Source: an optimization exercise on an open RTL-to-GDS flow (aim: small area and a short achievable clock period). Production flows keep margins and buffers that such runs may drop.
Function was checked by simulation only, so behaviour that the tests miss may differ from the original.
Power is estimated from default activity; no workload was simulated.

## job 103
## alu16_top
module alu16_top(clk, valA, valB, aluop, sub, lr, cc, result);
Size in the first run: roughly 860 cells after synthesis, about 59 I/O pins, ~0.0050 mm2 of cells after synthesis.
clock: 4.7 ns
lec_check: 0
abc_area: 1
cap_margin: 20
core_margin: 2
core_utilization: 40
cts_cluster_diameter: 300
cts_cluster_size: 60
setup_slack_margin: 2.2
slew_margin: 20
run.sh (not shown) runs the stock make flow with config.mk's settings and CLKGATE_MAP_FILE= SYNTH_SCRIPT=/design/flow/synth_recipe.tcl, a recipe that flattens the netlist after the stock synthesis.
#### Input delta (job 102 over job 103)
Settings: CTS_CLUSTER_DIAMETER: 300 -> unset; CTS_CLUSTER_SIZE: 60 -> unset.
==> flow/flow/run.sh (new file) <==
#!/bin/bash
# The standard layout, with the port buffers made from the small
# sky130_fd_sc_hd__buf_1 instead of the cell buffer_ports picks by default.
set -euo pipefail
bash standard.sh BUFFER_PORTS_ARGS="-buffer_cell sky130_fd_sc_hd__buf_1" finish > standard.log 2>&1
==> flow/standard.sh (new file) <==
#!/bin/bash
# synth_recipe.tcl (not shown) runs the flow's synth.tcl, then flattens the netlist and writes it again
# the make line also repeats each setting of config.mk as NAME=value (left out here)
make -C /OpenROAD-flow-scripts/flow DESIGN_CONFIG=/design/flow/config.mk WORK_HOME=/design/flow/orfs CLKGATE_MAP_FILE= SYNTH_SCRIPT=/design/flow/synth_recipe.tcl "${@:-finish}"
removed: flow/run.sh
Results
Sequential share of layout area: job 103 vs job 102, no meaningful difference. On largest stage delay on the critical path, the lower figure sits with job 102, not job 103. The higher actual transition at the worst max-transition pin came out of job 103. Job 102 vs job 103 — number of post-CTS setup repair buffers dropped 6. Wire length: job 102 < job 103. Every run in the comparison, job 102 and job 103, completed the flow with a clean layout. Depth of the critical timing path with buffers and inverters included: job 102 > job 103. Job 102 vs job 103: largest fanout of any net on the critical path down. From job 103 to job 102 the numbers moved as follows: global-route usage moved down, design area shows a reduction of 48 um2.

---

alu16_top, a different RTL version from the one above (not shown whole).
Size: ~760 cells after synthesis, ~4600 um^2 of cells after synthesis.
## alu16_top
module alu16_top(clk, valA, valB, aluop, sub, lr, cc, result);
==> flow/config.mk <==
export PLATFORM = sky130hd
export DESIGN_NAME = alu16_top
export DESIGN_NICKNAME = alu16_top
export VERILOG_FILES = /design/flow/design.v
export SDC_FILE = /design/flow/constraint.sdc
export NUM_CORES = 4
export LEC_CHECK = 0
export ABC_AREA = 1
export CAP_MARGIN = 20
export CORE_MARGIN = 2
export CORE_UTILIZATION = 40
export CTS_BUF_LIST = sky130_fd_sc_hd__clkbuf_8
export PLACE_DENSITY = 0.9
export SETUP_SLACK_MARGIN = 2.4
export SLEW_MARGIN = 20
==> flow/constraint.sdc <==
create_clock -name core_clock -period 4.7 [get_ports {clk}]
set_input_delay 0.9400 -clock core_clock [delete_from_list [all_inputs] [get_ports {clk}]]
set_output_delay 0.9400 -clock core_clock [all_outputs]
set_load 0.01 [all_outputs]
standard.sh (not shown) runs the stock make flow with config.mk's settings and CLKGATE_MAP_FILE= SYNTH_SCRIPT=/design/flow/synth_recipe.tcl, a recipe that flattens the netlist after the stock synthesis.
==> flow/flow/run.sh <==
#!/bin/bash
# The standard layout, with the port buffers made from the small
# sky130_fd_sc_hd__buf_1 instead of the cell buffer_ports picks by default.
set -euo pipefail
bash standard.sh BUFFER_PORTS_ARGS="-buffer_cell sky130_fd_sc_hd__buf_1" finish > standard.log 2>&1
Rerun with:
Settings changed: PLACE_DENSITY 0.9 to 0.75.
Result: Utilization drops by 2.9 points; clock skew stays flat; synthesized cell count does not change; global-route usage goes up by 0.18 points; sequential cell count is unchanged; sequential power barely changes; final cell count fell by 0.61%; count of clock-buffer cells in the layout fell by 1; routed wire length is lower by 11%; critical path depth stays the same; final area went down by 5.6%.
Rerun with:
Settings changed: SETUP_SLACK_MARGIN 2.4 to 2.2.
Area after synthesis does not change.
Cell count falls slightly.
Flip-flop and latch count does not change.
Worst setup slack degrades by 0.085 ns.
Hold slack degrades by 0.0048 ns.
Wire length fell by a few percent.
Global-route usage is lower by 0.24 points.
Critical path depth is higher by 1.
Synthesized cell count stays the same.
Sequential power hardly moves.
Die area is unchanged.
Rerun with:
Settings changed: SETUP_SLACK_MARGIN 2.2 to 2.5.
After rerunning: Synthesized area is unchanged. Clock skew is about the same. Cell area came out higher by 11%.

---

The RTL this note starts from:
==> flow/design.v <==
module alu16_top(clk, valA, valB, aluop, sub, lr, cc, result);
	input clk;
	input [15:0] valA, valB;
	input [3:0] aluop;
	input sub, lr;
	output reg [3:0] cc;
	output reg [15:0] result;
	reg [15:0] a_q, b_q;
	reg [3:0] op_q;
	reg sub_q, lr_q;
	wire [3:0] cc_w;
	wire [15:0] result_w;
	ALU alu(.valA(a_q), .valB(b_q), .aluop(op_q), .sub(sub_q), .lr(lr_q), .cc(cc_w), .result(result_w));
	always @(posedge clk) begin
		a_q <= valA;
		b_q <= valB;
		op_q <= aluop;
		sub_q <= sub;
		lr_q <= lr;
		cc <= cc_w;
		result <= result_w;
	end
endmodule

module ALU(valA, valB, aluop, sub, lr, cc, result);
	input [15:0] valA;
	input [15:0] valB;
	input [3:0] aluop;
	input sub;
	input lr;
	output [3:0] cc;
	output [15:0] result;
	wire [15:0] a = valA;
	wire [15:0] b = valB;
	wire [3:0] s = valB[3:0];
	wire op_add = ~aluop[3] & ~aluop[2] & ~aluop[1] & ~aluop[0];
	wire op_sh  = ~aluop[3] & ~aluop[2] & (aluop[1] | aluop[0]);
	wire op_rot = ~aluop[3] & ~aluop[2] & aluop[1] & aluop[0];
	wire op_lg  = ~aluop[3] & aluop[2];
	genvar i;
	wire [15:0] ax = a ^ {16{sub}};
	wire [15:0] g0 = b & ax;
	wire [15:0] t0 = b | ax;
	wire [15:0] g1, t1, g2, t2, g3, t3, g4;
	generate
		for (i = 0; i < 16; i = i + 1) begin : g_l1
			if (i % 2 == 1) begin
				assign g1[i] = g0[i] | (t0[i] & g0[i-1]);
				assign t1[i] = t0[i] & t0[i-1];
			end else begin
				assign g1[i] = g0[i];
				assign t1[i] = t0[i];
			end
		end
		for (i = 0; i < 16; i = i + 1) begin : g_l2
			if ((i / 2) % 2 == 1) begin
				assign g2[i] = g1[i] | (t1[i] & g1[(i / 2) * 2 - 1]);
				assign t2[i] = t1[i] & t1[(i / 2) * 2 - 1];
			end else begin
				assign g2[i] = g1[i];
				assign t2[i] = t1[i];
			end
		end
		for (i = 0; i < 16; i = i + 1) begin : g_l3
			if ((i / 4) % 2 == 1) begin
				assign g3[i] = g2[i] | (t2[i] & g2[(i / 4) * 4 - 1]);
				assign t3[i] = t2[i] & t2[(i / 4) * 4 - 1];
			end else begin
				assign g3[i] = g2[i];
				assign t3[i] = t2[i];
			end
		end
		for (i = 0; i < 16; i = i + 1) begin : g_l4
			if (i >= 8)
				assign g4[i] = g3[i] | (t3[i] & g3[7]);
			else
				assign g4[i] = g3[i];
		end
	endgenerate
	wire [16:0] k = {g4, 1'b0};
	wire [15:0] hx = a ^ b;
	wire [15:0] sum = hx ^ k[15:0];
	wire co = k[16] ^ sub;
	wire [15:0] kz = {{15{~sub}} & t0[14:0], 1'b0};
	wire z_add = &(hx ~^ kz);
	wire l_and = op_lg & ~aluop[1];
	wire l_hx  = op_lg & aluop[0];
	wire l_not = op_lg & aluop[1] & ~aluop[0];
	wire [15:0] lg = ({16{l_and}} & a & b) | ({16{l_hx}} & hx) | ({16{l_not}} & ~a);
	wire [3:0] ra = lr ? (~s + 4'd1) : s;
	wire [15:0] x1 = ra[0] ? {a[0], a[15:1]} : a;
	wire [15:0] x2 = ra[1] ? {x1[1:0], x1[15:2]} : x1;
	wire [15:0] x3 = ra[2] ? {x2[3:0], x2[15:4]} : x2;
	wire [15:0] x4 = ra[3] ? {x3[7:0], x3[15:8]} : x3;
	wire [15:0] wr;
	generate
		for (i = 0; i < 16; i = i + 1) begin : g_wr
			assign wr[i] = lr ? (i < s) : (15 - i < s);
		end
	endgenerate
	wire [15:0] keep = {16{op_sh}} & ~(wr & {16{~op_rot}});
	wire fill = op_sh & ~lr & ~aluop[1] & a[15];
	wire [15:0] fl = wr & {16{fill}};
	wire [15:0] sh = (x4 & keep) | fl;
	wire [15:0] nadd = sh | lg;
	assign result = ({16{op_add}} & sum) | nadd;
	wire Z = ~|nadd & (~op_add | z_add);
	wire N = result[15];
	wire C = op_add & co;
	wire [15:0] shl = x4 & keep;
	wire [15:0] cg = a & ~shl;
	wire [15:0] ct = a | ~shl;
	wire [7:0] c1g, c1t;
	wire [3:0] c2g, c2t;
	wire [1:0] c3g, c3t;
	generate
		for (i = 0; i < 8; i = i + 1) begin : g_c1
			assign c1g[i] = cg[2*i+1] | (ct[2*i+1] & cg[2*i]);
			assign c1t[i] = ct[2*i+1] & ct[2*i];
		end
		for (i = 0; i < 4; i = i + 1) begin : g_c2
			assign c2g[i] = c1g[2*i+1] | (c1t[2*i+1] & c1g[2*i]);
			assign c2t[i] = c1t[2*i+1] & c1t[2*i];
		end
		for (i = 0; i < 2; i = i + 1) begin : g_c3
			assign c3g[i] = c2g[2*i+1] | (c2t[2*i+1] & c2g[2*i]);
			assign c3t[i] = c2t[2*i+1] & c2t[2*i];
		end
	endgenerate
	wire gt = c3g[1] | (c3t[1] & c3g[0]);
	wire V = op_sh & lr & gt;
	assign cc = {N, Z, C, V};
endmodule
clock: 4.7 ns
lec_check: 0
abc_area: 1
cap_margin: 20
core_margin: 2
core_utilization: 40
cts_buf_list: sky130_fd_sc_hd__clkbuf_4
setup_slack_margin: 2.2
slew_margin: 20
Scripts as last shown in full above: flow/flow/run.sh
Rerun with:
CTS_BUF_LIST = sky130_fd_sc_hd__clkbuf_8   (was sky130_fd_sc_hd__clkbuf_4)
Outcome: Clock power climbs by 22%. Final area rises by 4.3%. Critical path depth went down by 5.

==> static timing again, ports no longer ideal <==
The results above use ideal ports. As a check the final layouts listed here were re-extracted and re-timed, cells and wires unchanged. Step 1 (the two cells are an assumption about what drives the block):
set clk [get_ports {clk}]
set_driving_cell -lib_cell sky130_fd_sc_hd__clkbuf_16 $clk
set_driving_cell -lib_cell sky130_fd_sc_hd__buf_2 [delete_from_list [all_inputs] $clk]
Step 2 adds t to the input delays and takes it off the output delays; t is the mean of the earliest and latest rising clock arrival at the registers after step 1. Input paths then give back, and output paths get back, about the clock's delay inside the block. Three values: ideal, step 1, step 2; two values: the first two.
| run | shift t [ns] | setup slack, ns | hold WS [ns] | worst data-port slew with drivers (ns) | cell pins on the clock port's net |
|---|---|---|---|---|---|
| job 103 | 0.380 | 2.315 / 2.315 / 2.315 | 0.624 / 0.624 / 0.624 | 0.04 | 1 |
| job 102 | 0.384 | 2.239 / 2.239 / 2.239 | 0.680 / 0.661 / 0.691 | 0.03 | 1 |
| the first run of note 2 | 0.395 | 2.402 / 2.402 / 2.402 | 0.657 / 0.649 / 0.702 | 0.05 | 1 |
| the second run of note 2 | 0.393 | 2.469 / 2.469 / 2.469 | 0.644 / 0.644 / 0.644 | 0.03 | 1 |
| the third run of note 2 | 0.393 | 2.384 / 2.384 / 2.384 | 0.639 / 0.639 / 0.639 | 0.03 | 1 |
| the fourth run of note 2 | 0.390 | 2.456 / 2.456 / 2.456 | 0.644 / 0.644 / 0.644 | 0.03 | 1 |
| the first run of note 3 | 0.470 | 2.295 / 2.295 / 2.295 | 0.580 / 0.568 / 0.620 | 0.03 | 1 |
| the second run of note 3 | 0.385 | 2.301 / 2.301 / 2.301 | 0.635 / 0.635 / 0.635 | 0.03 | 1 |
After both steps every run listed still meets setup and hold.
